Background: an optimization exercise with open tools, aiming at small area and a short achievable clock period. Do not read the settings as production practice.
No run shown here included a check of the RTL's function; only the layout flow was run.
No activity file was given, so power comes from the tool's default toggle rates.

==> flow/config.mk <==
export PLATFORM = sky130hd
export DESIGN_NAME = fpa
export DESIGN_NICKNAME = fpa
export VERILOG_FILES = /design/flow/design.v
export SDC_FILE = /design/flow/constraint.sdc
export NUM_CORES = 4
export LEC_CHECK = 0
export ABC_AREA = 1
export CAP_MARGIN = 20
export CORE_MARGIN = 2
export CORE_UTILIZATION = 40
export SLEW_MARGIN = 20
==> flow/constraint.sdc <==
create_clock -name core_clock -period 5.0 [get_ports {clk}]
set_input_delay 1.0000 -clock core_clock [delete_from_list [all_inputs] [get_ports {clk}]]
set_output_delay 1.0000 -clock core_clock [all_outputs]
set_load 0.01 [all_outputs]
==> flow/design.v <==
module fpa(
  input  wire        clk,
  input  wire        reset,
  input  wire [11:0] A,
  input  wire [11:0] B,
  input  wire [11:0] C,
  input  wire [11:0] D,
  input  wire        pushin,
  output reg         pushout,
  output reg  [11:0] Z
);
  localparam K0 = 1;   
  localparam K1 = 1;   
  localparam K2 = 1;   
  localparam K3 = 1;   
  localparam K4 = 1;   
  function automatic ge5(input [4:0] a, input [4:0] b);
    reg [4:0] g, n; reg g43, n43, g21, n21, g40, n40, g4_1, n4_1;
    begin
      g = ~a & b; n = ~(a & ~b);
      g43 = g[4] | (n[4] & g[3]);  n43 = n[4] & n[3];
      g21 = g[2] | (n[2] & g[1]);  n21 = n[2] & n[1];
      g4_1 = g43 | (n43 & g21);    n4_1 = n43 & n21;
      ge5 = ~(g4_1 | (n4_1 & g[0]));
    end
  endfunction
  wire [4:0] eA = A[10:6], eB = B[10:6], eC = C[10:6], eD = D[10:6];
  wire gAB = ge5(eA, eB), gAC = ge5(eA, eC), gAD = ge5(eA, eD);
  wire gBC = ge5(eB, eC), gBD = ge5(eB, eD), gCD = ge5(eC, eD);
  wire selA = gAB & gAC & gAD;
  wire selB = ~gAB & gBC & gBD;
  wire selC = ~gAC & ~gBC & gCD;
  wire selD = ~gAD & ~gBD & ~gCD;
  wire [4:0] mx0 = ({5{selA}} & eA) | ({5{selB}} & eB) | ({5{selC}} & eC) | ({5{selD}} & eD);
  wire [43:0] p0 = {A[5:0], B[5:0], C[5:0], D[5:0], eA, eB, eC, eD};
  wire [3:0]  s0 = {A[11], B[11], C[11], D[11]};
  reg  [43:0] p1; reg [3:0] s1; reg [4:0] mx1; reg v1;
  generate if (K0) begin : g_k0
    always @(posedge clk) begin p1 <= p0; s1 <= s0; mx1 <= mx0; end
    always @(posedge clk) v1 <= reset ? 1'b0 : pushin;
  end else begin : g_n0
    always @* begin p1 = p0; s1 = s0; mx1 = mx0; v1 = pushin; end
  end endgenerate
  function automatic [10:0] align(input [5:0] f, input s, input [4:0] e, input [4:0] mx);
    reg [4:0] sh; reg [10:0] v;
    begin
      sh = mx - e;
      v = {1'b1, f, 4'b0000};
      v = sh[0] ? {1'b0, v[10:1]} : v;
      v = sh[1] ? {2'b0, v[10:2]} : v;
      v = sh[2] ? {4'b0, v[10:4]} : v;
      v = sh[3] ? {8'b0, v[10:8]} : v;
      align = ((sh[4] | ~|e) ? 11'd0 : v) ^ {11{s}};
    end
  endfunction
  wire [10:0] xA = align(p1[43:38], s1[3], p1[19:15], mx1);
  wire [10:0] xB = align(p1[37:32], s1[2], p1[14:10], mx1);
  wire [10:0] xC = align(p1[31:26], s1[1], p1[9:5],   mx1);
  wire [10:0] xD = align(p1[25:20], s1[0], p1[4:0],   mx1);
  wire [2:0]  nn1 = 3'd0 - (s1[3] + s1[2] + s1[1] + s1[0]);
  reg [43:0] x2; reg [3:0] s2; reg [2:0] nn2; reg [4:0] mx2; reg v2;
  generate if (K1) begin : g_k1
    always @(posedge clk) begin x2 <= {xA, xB, xC, xD}; s2 <= s1; nn2 <= nn1; mx2 <= mx1; end
    always @(posedge clk) v2 <= reset ? 1'b0 : v1;
  end else begin : g_n1
    always @* begin x2 = {xA, xB, xC, xD}; s2 = s1; nn2 = nn1; mx2 = mx1; v2 = v1; end
  end endgenerate
  wire [13:0] q0 = {nn2, x2[43:33]}, q1 = {3'b0, x2[32:22]}, q2 = {3'b0, x2[21:11]}, q3 = {3'b0, x2[10:0]};
  wire [13:0] a1 = q0 ^ q1 ^ q2;
  wire [13:0] b1 = {(q0[12:0] & q1[12:0]) | (q0[12:0] & q2[12:0]) | (q1[12:0] & q2[12:0]), s2[3]};
  wire [13:0] a3 = a1 ^ b1 ^ q3;
  wire [13:0] b3 = {(a1[12:0] & b1[12:0]) | (a1[12:0] & q3[12:0]) | (b1[12:0] & q3[12:0]), s2[2]};
  reg [13:0] a3r, b3r; reg [1:0] s3; reg [4:0] mx3; reg v3;
  generate if (K2) begin : g_k2
    always @(posedge clk) begin a3r <= a3; b3r <= b3; s3 <= s2[1:0]; mx3 <= mx2; end
    always @(posedge clk) v3 <= reset ? 1'b0 : v2;
  end else begin : g_n2
    always @* begin a3r = a3; b3r = b3; s3 = s2[1:0]; mx3 = mx2; v3 = v2; end
  end endgenerate
  wire [13:0] S = a3r + b3r + s3[1];    
  reg [13:0] S4; reg sD4; reg [4:0] mx4; reg v4;
  generate if (K3) begin : g_k3
    always @(posedge clk) begin S4 <= S; sD4 <= s3[0]; mx4 <= mx3; end
    always @(posedge clk) v4 <= reset ? 1'b0 : v3;
  end else begin : g_n3
    always @* begin S4 = S; sD4 = s3[0]; mx4 = mx3; v4 = v3; end
  end endgenerate
  wire        sgn = S4[13];
  wire [12:0] W   = S4[12:0] ^ {13{sgn}};
  wire        ci  = sD4 ^ sgn;
  wire [12:0] M;
  genvar gk;
  assign M[0] = W[0] ^ ci;
  generate for (gk = 1; gk < 13; gk = gk + 1) begin : g_inc
    assign M[gk] = W[gk] ^ (ci & (&W[gk-1:0]));
  end endgenerate
  wire        d3 = ~|M[12:5];
  wire [12:0] M1 = d3 ? {M[4:0], 8'd0} : M;
  wire        d2 = ~|M1[12:9];
  wire [12:0] M2 = d2 ? {M1[8:0], 4'd0} : M1;
  wire        d1 = ~|M2[12:11];
  wire [12:0] M3 = d1 ? {M2[10:0], 2'd0} : M2;
  wire        d0 = ~M3[12];
  wire [12:0] M4 = d0 ? {M3[11:0], 1'b0} : M3;
  reg sgn5, nz5; reg [5:0] fr5; reg [3:0] lz5; reg [4:0] mx5; reg v5;
  generate if (K4) begin : g_k4
    always @(posedge clk) begin sgn5 <= sgn; nz5 <= M4[12]; fr5 <= M4[11:6]; lz5 <= {d3, d2, d1, d0}; mx5 <= mx4; end
    always @(posedge clk) v5 <= reset ? 1'b0 : v4;
  end else begin : g_n4
    always @* begin sgn5 = sgn; nz5 = M4[12]; fr5 = M4[11:6]; lz5 = {d3, d2, d1, d0}; mx5 = mx4; v5 = v4; end
  end endgenerate
  wire signed [6:0] E = $signed({2'b00, mx5}) - $signed({3'b000, lz5});
  wire [4:0] ef = E[4:0] + 5'd2;
  wire zero = ~nz5 | E[6];
  wire sat  = (E > 7'sd28) | ((E == 7'sd28) & fr5[5] & fr5[4] & (|fr5[3:0]));
  wire [11:0] res = zero ? 12'h000 : sat ? {sgn5, 5'b11110, 6'b110000} : {sgn5, ef, fr5};
  always @(posedge clk) begin
    Z <= res;
    pushout <= reset ? 1'b0 : v5;
  end
endmodule
==> flow/run.sh <==
#!/bin/bash
# synth_recipe.tcl (not shown) runs the flow's synth.tcl, then flattens the netlist and writes it again
# the make line also repeats each setting of config.mk as NAME=value (left out here)
make -C /OpenROAD-flow-scripts/flow DESIGN_CONFIG=/design/flow/config.mk WORK_HOME=/design/flow/orfs CLKGATE_MAP_FILE= SYNTH_SCRIPT=/design/flow/synth_recipe.tcl finish
==> results.yml, run 1 <==
critical_path:
  crit_arrival_ns: 3.27
  crit_path_start_kind: "register"
  timing.rr.start: "S4[13]$_DFF_P_"
  required_ns: 5.34
  r2r_slack_ns: 2.07
  endpoint_kind: "register"
  critical_path_class: "register to register"
  rr_endpoint: "fr5[4]$_DFF_P_"
  r2r_cells: 19
  crit_fanout: 16
  crit_path_end: "fr5[4]$_DFF_P_"
  critPathLaunch: "S4[13]$_DFF_P_"
cells_and_area:
  nFillCells: 2216
  final_nets: 1262
  drive_gt1_share_pct: 6.23
  num_antenna_cells: 0
  area_growth_pct: 15.8
  stdcell_count: 1441
pwr:
  clockPowerShare_pct: 19.3
  netSwitchingPower_mw: 2.82
  total_power_mw: 6.78
  p_per_area_nw_per_um2: 638
  p_seq_share_pct: 34.1
  internal_power_mw: 3.96
  p_sw_share_pct: 41.6
  leakage_nw: 5.03
  pwr-share-comb_pct: 46.6
  peakVddDrop_mv: 0.284
floorplan:
  dieArea_sq_um: 24200
  start_util_pct: 40.7
  die_y_microns: 155
  die_w_microns: 155
  ios: 64
  coreArea_sq_um: 22600
  std_cell_rows: 55
timing:
  hold_violations: 0
  fmax_mhz: 342
  final.period_utilization_pct: 58.6
  finalSetupTns_ns: 0
  rsz0062_at_grt: "false"
  worstMarginPinSlew_ns: 0.564
  finClkSkew_ns: 0.0111
  slew_headroom_pct: 62.1
  fin_crit_ns: 2.93
  final.setup.worst_slack_ns: 2.07
  finalMaxSlewViolations: 0
  setup_violations: 0
cts:
  cts_tree: "done"
  postCtsSetupBuffers: 0
  insertion_delay_ns: 0.44
  postCtsHoldBufs: 0
  clkTransAtPathRegs_ns: 0.08
  cts_root_buf: "clkbuf_16"
  cts_htree_levels: 4
  numCtsBuffers: 17
  ctsResizeCount: 0
  clockBufferDepth: 2
  numClockSinks: 198
logic_synthesis:
  ys_ff_latch: 198
  yosysTopAreaCell: "dfxtp_1"
  synth_top_cell_area_share_pct: 43.2
  postSynthAreaPerCell_sq_um: 8.48
  synthTopCellsByArea: "dfxtp_1, nand2_1, xor2_1"
  yosys_most_used_dff: "dfxtp_1"
  ys_async_sr_fraction_pct: 0
  synthCells: 1082
  yosys.cell_count.top_type: "nand2_1"
  ys_warn_count: 1
  synth_top_cells_by_count: "nand2_1, dfxtp_1, inv_1"
  synth_edf_count: 0
  syn-cell-area_sq_um: 9180
  ys_types: 45
  synth_nets: 1200
  ys_seq_area_share_pct: 43.2
global_routing:
  grt_pass1_wl_microns: 31400
  grt_usage_pct: 16.2
  antenna_found_initial: 0
  grt_pass1_vias: 6637
  grt_max_degree: 20
  globalRouteOverflowTotal: 0
routing:
  ant_nets: 0
  dr_total_vias: 6653
  vias_per_cell: 4.62
  post_drt_wl_per_cell_microns: 12.5
  first_pass_iters: 4
  wl_microns: 18000
  drt-initial-drc-count: 251
  drc: 0
run:
  cap_violations: 0
outcome:
  status: "timing/DRC/antenna clean"
place:
  port_buffers: 63
  post-dp-hpwl_microns: 14400
  place_inst: 1410
  gp_congestion: 0.840
  post-place-ws_ns: 1.90
hold_path:
  min_path_type: "register to register"
layer usage:
layer,share of wire [%],GRT usage (%),vias up,wire (microns)
met2,49,28.7,83,8880
met4,1.4,4.94,0,251
met3,2.7,3.34,22,485
met1,47,19.7,2981,8390
met5,0,0,-,0
li1,-,-,3567,-
logic make-up (layout without fill, tap and decap cells):
kind of cell,after synthesis,after routing,share of synthesized area [%]
compound gates,167,167,10.7
xor+xnor,76,76,7.25
fa+ha+maj,67,67,11.6
buf+inv,182,256,7.80
flops,198,198,43.2
mux,12,12,1.36
simple gates,380,380,18.1
critical path, cell delays in order (launching register included):
cell	delay [ns]
dfxtp_1	0.69
nand2_1	0.14
nand2_2	0.10
nand3_2	0.15
nor2_8	0.19
nand3_2	0.12
nand2_1	0.08
nand2_1	0.08
nand2_1	0.11
nor2_4	0.06
nand3_2	0.06
nand2_1	0.10
nor2_4	0.19
nand2_4	0.14
o21bai_2	0.23
nand2_2	0.10
nand2_4	0.11
inv_4	0.06
nand2_1	0.06
nand2_1	0.05
registers in the layout, indices dropped and copies added (netlist names), 5 cells and up:
name,cells
mx4,5
mx1,5
S4,14
b3r,13
fr5,6
mx5,5
x2,44
mx3,5
p1,44
a3r,14
Z,12
mx2,5
cell type report:
class	count	area, sq um	share of cell area, %
clock buffer	18	429	4.04
clock inverter	13	136	1.28
inverter	162	611	5.75
multi-input combinational	702	4500	42.3
sequential	198	3960	37.3
tap	285	357	3.36
timing repair buffer	63	631	5.93
cells in the final DEF (no fill, tap or decap), types with 2 or more instances in the layout:
cell	count
a211oi_1	16
nor2_1	66
nand2_2	9
a21o_1	3
inv_2	7
inv_8	4
clkinv_8	2
xnor2_1	3
mux2_2	4
ha_1	37
nor3_1	22
o21bai_1	2
o21ai_1	3
inv_6	4
mux2i_1	8
o21ai_2	2
nand3_1	32
xor2_1	73
a21oi_1	45
nand3_2	5
o221ai_1	2
nand4_1	2
nor2_4	6
nand2_1	229
dfxtp_1	198
o211ai_1	13
fa_1	30
a221oi_1	6
clkdlybuf4s50_1	63
clkinvlp_4	2
clkbuf_16	17
o21ai_0	65
nand2_4	4
inv_1	153
o22ai_1	4
worst min-delay path by stage:
stage | startpoint | end | slack, ns | cells past startpoint
2_1_floorplan | nn2[1]$_DFF_P_ | a3r[12]$_DFF_P_ | 0.31 | 0
3_3_place_gp | mx4[3]$_DFF_P_ | mx5[3]$_DFF_P_ | 0.31 | 0
3_5_place_dp | mx3[1]$_DFF_P_ | mx4[1]$_DFF_P_ | 0.31 | 0
4_1_cts | mx2[3]$_DFF_P_ | mx3[3]$_DFF_P_ | 0.32 | 0
5_1_grt | mx3[0]$_DFF_P_ | mx4[0]$_DFF_P_ | 0.33 | 0
6_report | mx2[3]$_DFF_P_ | mx3[3]$_DFF_P_ | 0.32 | 0
power by group through the flow:
stage                     combinational, mW  sequential [mW]  clock [mW]
after floorplan                        2.54             2.28           0
final                                  3.16             2.31        1.31
after global placement                 3.17             2.35           0
after detailed placement               3.19             2.36           0
after CTS                              3.21             2.32        1.34
after global routing                   3.71             2.37        1.40
through the flow:
stage	instance area [sq um]	utilization, %	hold WS (ns)
4_1_cts	10600	47.1	0.321
2_1_floorplan	9180	-	0.310
3_5_place_dp	10100	44.6	0.312
5_1_grt	10600	47.1	0.327
6_report	10600	47.1	0.316
3_3_place_gp	10100	44.6	0.310
==> inputs of run 2 (changes only) <==
--- a/flow/config.mk
+++ b/flow/config.mk
@@ -11,2 +11,3 @@
 export CORE_UTILIZATION = 40
+export SETUP_SLACK_MARGIN = 2.5
 export SLEW_MARGIN = 20
==> run 2 against run 1 <==
Compared with the run above:
- cell count rose by 2.5%
- synthesized cell count is the same
- flip-flop and latch count unchanged
- worst hold slack better by 0.0029 ns
- core utilization rose by 4.9 points
- die area stayed put
- setup slack better by 0.37 ns
- sequential share of layout area decreased by 3.4 points
- first-iteration DRC count rose by 18%
- synthesized area stayed put
- critical path type unchanged
- largest cell class unchanged
- largest power group unchanged
- highest routed layer unchanged
==> results.yml, run 2 <==
cells_and_area:
  drive_gt1_share_pct: 21.1
  num_antenna_cells: 0
  final_cell_mix: "dfxtp_1, nand2_1, inv_1, xor2_1, nor2_1"
  post-route-cell-area_sq_um: 11700
  area_growth_pct: 27.8
  final_nets: 1298
  layout.cells.most_common: "dfxtp_1"
  stdcell_count: 1477
  largestRegisters: "p1 x44, x2 x44"
  post-route-util_pct: 52.0
  nFillCells: 2073
timing:
  fmax_mhz: 391
  setup_violations: 0
  slew_headroom_pct: 66.6
  fin_crit_ns: 2.56
  worstMarginPinSlew_ns: 0.500
  finalMaxSlewViolations: 0
  finalSetupTns_ns: 0
  hold_violations: 0
  finClkSkew_ns: 0.0108
  rsz0062_at_grt: "true"
  final.period_utilization_pct: 51.2
floorplan:
  coreArea_sq_um: 22600
  ios: 64
  start_util_pct: 40.7
  dieArea_sq_um: 24200
  die_w_microns: 155
  std_cell_rows: 55
  die_y_microns: 155
logic_synthesis:
  synthTopCellsByArea: "dfxtp_1, nand2_1, xor2_1"
  syn-cell-area_sq_um: 9180
  ys_warn_count: 1
  ys_types: 45
  yosys_most_used_dff: "dfxtp_1"
  synth_edf_count: 0
  ys_ff_latch: 198
  synth_nets: 1200
  synth_top_family_by_area: "simple AND/OR/NAND/NOR gates"
  synth_top_cell_area_share_pct: 43.2
  ys_async_sr_fraction_pct: 0
  postSynthAreaPerCell_sq_um: 8.48
  synth_mux_area_share_pct: 1.36
  synthCells: 1082
  ys_seq_area_share_pct: 43.2
  synth_compound_area_share_pct: 10.7
  synth_xor_area_share_pct: 7.25
  synth_top_cells_by_count: "nand2_1, dfxtp_1, inv_1"
  synthAdderAreaFrac_pct: 11.6
  yosys.area_share.simple_pct: 18.1
  yosysTopAreaCell: "dfxtp_1"
  yosys.cell_count.top_type: "nand2_1"
routing:
  drc: 0
  ant_nets: 0
  drt-initial-drc-count: 297
  post_drt_wl_per_cell_microns: 13.2
  wl_microns: 19400
  first_pass_iters: 4
  dr_total_vias: 6969
  vias_per_cell: 4.72
cts:
  insertion_delay_ns: 0.44
  clockBufferDepth: 2
  cts_htree_levels: 4
  clkTransAtPathRegs_ns: 0.08
  numCtsBuffers: 17
  cts_root_buf: "clkbuf_16"
  numClockSinks: 198
  cts_tree: "done"
critical_path:
  cp_slowest_cell: "dfxtp_4"
  required_ns: 5.34
  slowest_delay_ns: 0.36
  crit_fanout: 8
  cp_common_cell: "nand2_2"
  endpoint_kind: "register"
  crit_chain: "buf_8, clkinv_8, nand2_1, nand2_2, nand2_4, nor2_8, nand3_2, nand2_1, nand2_2, nand2_2, nor2_4, nand3b_1, nand2_2, nor2_4, nand2_4, o21bai_4, nand2_2, nand2_4, inv_6, nand2_1, nand2_1"
  critical_path_class: "register to register"
  crit_path_start_kind: "register"
  r2r_slack_ns: 2.44
  crit_arrival_ns: 2.89
global_routing:
  grt_usage_pct: 16.7
  grt_max_degree: 20
  grt_pass1_vias: 6866
  globalRouteOverflowTotal: 0
  grt_pass1_wl_microns: 32500
  antenna_found_initial: 0
place:
  gp_congestion: 0.840
  post-dp-hpwl_microns: 14400
  place_inst: 1410
  placed_area_sq_um: 10100
  port_buffers: 63
hold_path:
  min_path_type: "register to register"
outcome:
  status: "timing/DRC/antenna clean"
pwr:
  p_per_area_nw_per_um2: 654
  peakVddDrop_mv: 0.331
  total_power_mw: 7.67
  leakage_nw: 5.42
run:
  cap_violations: 0
==> run 2: changes by cell type in the layout (fill, tap and decap cells not counted), moves of 14 or more <==
cell / before / now
o21ai_0: 65 / 51
nand2_4: 4 / 20
buf_4: 0 / 27
inv_1: 153 / 135
nand2_2: 9 / 47
nand2_1: 229 / 173
==> run 2: repair_timing <==
item	in CTS	in global routing
pin swaps	39	50
buffers inserted	17	16
hold buffers	0	0
gates cloned	2	1
endpoints found under the setup margin	57	66
gates resized for setup	93	148
==> run 2: final timing paths <==
path                  start              to  depth (start not counted)
max reg2reg  S4[13]$_DFF_P_  fr5[5]$_DFF_P_                         21
min          mx2[3]$_DFF_P_  mx3[3]$_DFF_P_                          0
max          S4[13]$_DFF_P_  fr5[5]$_DFF_P_                         21
min reg2reg  mx2[3]$_DFF_P_  mx3[3]$_DFF_P_                          0
==> run 2: metal layers <==
metal / global-route usage, % / share of wire (%) / up-vias
met2: 30.1 / 51 / 109
met5: 0 / 0 / -
li1: - / - / 3640
met3: 3.37 / 3.0 / 24
met4: 5.11 / 1.4 / 0
met1: 20.0 / 45 / 3196
==> run 2: metrics by stage <==
step	hold WS (ns)	worst slack, ns
global route	0.327	2.23
finish	0.319	2.44
global placement	0.310	1.82
floorplan	0.310	2.64
detailed placement	0.312	1.90
CTS	0.321	2.47
==> run 2: worst max-delay path, delay by kind of cell, from the launching register on <==
kind	cells	cell delay, ns
buffers and inverters	3	0.27
AND/OR/NAND/NOR	17	1.65
AO/OA/AOI/OAI	1	0.17
flip-flops	1	0.36
==> run 2: cells by family after synthesis <==
family | count (synthesis)
xor+xnor | 76
simple gates | 380
buf+inv | 182
flops | 198
compound gates | 167
fa+ha+maj | 67
mux | 12
==> run 2: final cells by class <==
| class | instances | area, sq um | area share [%] |
|---|---|---|---|
| Tap cell | 285 | 357 | 3.04 |
| Sequential cell | 198 | 3970 | 33.9 |
| Clock buffer | 18 | 429 | 3.66 |
| Timing Repair inverter | 1 | 3.75 | 0.0320 |
| Multi-Input combinational cell | 704 | 5260 | 44.8 |
| Clock inverter | 13 | 136 | 1.16 |
| Timing Repair Buffer | 96 | 922 | 7.86 |
| Inverter | 162 | 648 | 5.53 |
==> run 2: where the power goes <==
| group | internal [mW] | leakage [nW] | switching, mW |
|---|---|---|---|
| Sequential | 2.07 | 1.66 | 0.246 |
| Combinational | 1.65 | 3.48 | 2.40 |
| Clock | 0.663 | 0.271 | 0.643 |
| Total | 4.38 | 5.42 | 3.28 |
==> inputs of run 3 (changes only) <==
==> flow/flow/run.sh (new file) <==
#!/bin/bash
set -euo pipefail
export BUFFER_PORTS_ARGS="-buffer_cell sky130_fd_sc_hd__buf_1"
bash standard.sh > standard.log 2>&1
==> flow/standard.sh (new file) <==
#!/bin/bash
# synth_recipe.tcl (not shown) runs the flow's synth.tcl, then flattens the netlist and writes it again
# the make line also repeats each setting of config.mk as NAME=value (left out here)
make -C /OpenROAD-flow-scripts/flow DESIGN_CONFIG=/design/flow/config.mk WORK_HOME=/design/flow/orfs CLKGATE_MAP_FILE= SYNTH_SCRIPT=/design/flow/synth_recipe.tcl "${@:-finish}"
removed: flow/run.sh
==> run 3 against run 2 <==
Compared with the run above:
- die area unchanged
- final area down 4.7%
- setup slack worse by 0.054 ns
- clock-buffer cell count up 1
- still clean
- register-to-register slack worse by 0.05 ns
- combinational power about the same
- core utilization down 2.4 points
- largest power group unchanged
- critical path depth down 1
- first-iteration DRC count up 0.34%
- sequential share of layout area up 1.6 points
==> results.yml, run 3 <==
place:
  placed_area_sq_um: 9670
  place_inst: 1410
  gp_congestion: 0.926
  port_buffers: 63
  post-dp-hpwl_microns: 14000
routing:
  dr_total_vias: 7056
  first_pass_iters: 5
  drc: 0
  wl_microns: 19300
  vias_per_cell: 4.75
  drt-initial-drc-count: 298
  ant_nets: 0
  post_drt_wl_per_cell_microns: 13.0
timing:
  finClkSkew_ns: 0.0115
  finalSetupTns_ns: 0
  finalMaxSlewViolations: 0
  fin_crit_ns: 2.61
  rsz0062_at_grt: "true"
  setup_violations: 0
  final.period_utilization_pct: 52.2
  fmax_mhz: 383
  slew_headroom_pct: 67.8
  worstMarginPinSlew_ns: 0.478
  hold_violations: 0
cts:
  cts_root_buf: "clkbuf_16"
  cts_htree_levels: 4
  clkTransAtPathRegs_ns: 0.08
  cts_tree: "done"
  clockBufferDepth: 2
  insertion_delay_ns: 0.44
  numClockSinks: 198
  numCtsBuffers: 17
  postCtsHoldBufs: 0
critical_path:
  critical_path_class: "register to register"
  crit_path_start_kind: "register"
  cp_common_cell: "nand2_2"
  crit_arrival_ns: 2.95
  required_ns: 5.34
  crit_fanout: 7
  slowest_delay_ns: 0.36
  r2r_slack_ns: 2.39
  rr_endpoint: "fr5[2]$_DFF_P_"
  endpoint_kind: "register"
  path_buf_inv: 3
  crit_chain: "buf_8, clkinv_8, nand2_1, nand2_2, nand2_2, nor2_4, nand3_2, nand2_2, nand2_2, nor2_4, nand3_2, nand2_2, nor2_4, nand3_2, nand2_4, buf_4, o21ai_1, nand2_1, nand2_1, nand2_1"
  critPathLaunch: "S4[13]$_DFF_P_"
  timing.rr.start: "S4[13]$_DFF_P_"
  cp_top_family: "simple AND/OR/NAND/NOR gates"
  r2r_cells: 20
  cp_slowest_cell: "dfxtp_4"
pwr:
  leakage_nw: 5.25
  p_per_area_nw_per_um2: 694
  total_power_mw: 7.76
  peakVddDrop_mv: 0.265
cells_and_area:
  layout.cells.most_common: "dfxtp_1"
  final_nets: 1307
  largestRegisters: "p1 x44, x2 x44"
  post-route-util_pct: 49.5
  nFillCells: 2109
  num_antenna_cells: 0
  area_growth_pct: 21.8
  post-route-cell-area_sq_um: 11200
  drive_gt1_share_pct: 18.0
  stdcell_count: 1487
  final_cell_mix: "dfxtp_1, nand2_1, inv_1, xor2_1"
logic_synthesis:
  yosysTopAreaCell: "dfxtp_1"
  ys_ff_latch: 198
  synth_edf_count: 0
  synth_top_cells_by_count: "nand2_1, dfxtp_1, inv_1"
  postSynthAreaPerCell_sq_um: 8.48
  synth_nets: 1200
  ys_warn_count: 1
  synthCells: 1082
  yosys.cell_count.top_type: "nand2_1"
  ys_seq_area_share_pct: 43.2
  ys_types: 45
  yosys_most_used_dff: "dfxtp_1"
  synthTopCellsByArea: "dfxtp_1, nand2_1, xor2_1"
  syn-cell-area_sq_um: 9180
  synth_top_cell_area_share_pct: 43.2
  ys_async_sr_fraction_pct: 0
global_routing:
  grt_pass1_wl_microns: 31000
  antenna_found_initial: 0
  grt_usage_pct: 16.0
  globalRouteOverflowTotal: 0
  grt_pass1_vias: 6747
  grt_max_degree: 20
floorplan:
  die_y_microns: 155
  coreArea_sq_um: 22600
  die_w_microns: 155
  start_util_pct: 40.7
  ios: 64
  std_cell_rows: 55
  dieArea_sq_um: 24200
hold_path:
  whs_path_depth: 0
  worstHoldStart: "mx4[1]$_DFF_P_"
  hold_end: "mx5[1]$_DFF_P_"
  min_path_type: "register to register"
run:
  cap_violations: 0
outcome:
  status: "timing/DRC/antenna clean"
run 3: final cells by class:
type | count | area (sq um) | share of cell area (%)
clock buffers | 19 | 443 | 3.96
multi-input cells | 703 | 5010 | 44.8
repair buffers | 106 | 602 | 5.38
flip-flops and latches | 198 | 3970 | 35.5
inverters | 162 | 639 | 5.72
well taps | 285 | 357 | 3.19
clock inverters | 13 | 155 | 1.39
repair inverters | 1 | 6.26 | 0.0559
run 3: worst max path at each step:
| stage | to | slack [ns] | cells past startpoint |
|---|---|---|---|
| 6_report | fr5[2]$_DFF_P_ | 2.39 | 20 |
| 5_1_grt | fr5[2]$_DFF_P_ | 2.21 | 22 |
| 4_1_cts | x2[37]$_DFF_P_ | 2.48 | 11 |
| 3_5_place_dp | fr5[4]$_DFF_P_ | 2.09 | 19 |
| 3_3_place_gp | fr5[4]$_DFF_P_ | 2.17 | 19 |
| 2_1_floorplan | fr5[4]$_DFF_P_ | 2.64 | 20 |
run 3: metal layers:
| metal | track usage (%) | up-vias | routed length (microns) |
|---|---|---|---|
| met3 | 3.70 | 42 | 809 |
| met5 | 0 | - | 0 |
| met1 | 19.3 | 3186 | 8490 |
| li1 | - | 3662 | - |
| met2 | 27.2 | 166 | 9480 |
| met4 | 6.99 | 0 | 507 |
run 3: repair_timing:
| action | CTS | global route |
|---|---|---|
| endpoints found under the setup margin | 50 | 66 |
| resized for setup | 66 | 95 |
| pin swaps | 31 | 44 |
| gates cloned | 2 | 0 |
| buffers inserted | 27 | 16 |
run 3: cell families after synthesis:
family / synth area share, %
AOI/OAI and AO/OA: 10.7
xor gates and xnor gates: 7.25
adders and majority gates: 11.6
buffers and inverters: 7.80
DFF: 43.2
muxes: 1.36
and+or+nand+nor: 18.1
run 3: worst reg2reg max path: cells and delay by family, from the launching register on:
| family | cells | cell delay, ns |
|---|---|---|
| AND/OR/NAND/NOR | 16 | 1.63 |
| AO/OA/AOI/OAI | 1 | 0.15 |
| flip-flops | 1 | 0.36 |
| buffers and inverters | 3 | 0.38 |
run 3: through the flow:
step / setup slack [ns] / hold slack [ns]
floorplan: 2.64 / 0.310
global placement: 2.17 / 0.310
detailed placement: 2.09 / 0.312
CTS: 2.48 / 0.325
global route: 2.21 / 0.334
finish: 2.39 / 0.328
run 3: report_power, final:
part           switching [mW]  total (mW)  internal, mW
clock                   0.642        1.37         0.729
sequential              0.237        2.31          2.07
combinational            2.42        4.08          1.66

## separate check: timing with driven ports
Ports are ideal in the flow. The routed layouts listed here were re-timed in OpenROAD.
Step 1 sets driving cells, clkbuf_16 on the clock port and buf_2 on the other inputs (assumed; they add their load-dependent delay and slew).
Step 2, shift: input delay + t, output delay - t, t = (earliest + latest rising clock arrival at the registers) / 2. This alone moves slack from input paths to output paths.
Three values: ideal ports, drivers, drivers and shift; two values: the first two.
run | t, ns | setup slack, ns | hold WS [ns]
run 1 | 0.475 | 2.072 / 2.072 / 1.852 | 0.316 / 0.316 / 0.316
run 2 | 0.477 | 2.442 / 2.442 / 2.156 | 0.319 / 0.319 / 0.319
run 3 | 0.481 | 2.388 / 2.388 / 2.313 | 0.328 / 0.328 / 0.328
After both steps setup and hold are still met in every run listed. The setup slack of run 2, which loses most, moves by 0.000 ns with the drivers and by -0.286 ns with both steps.
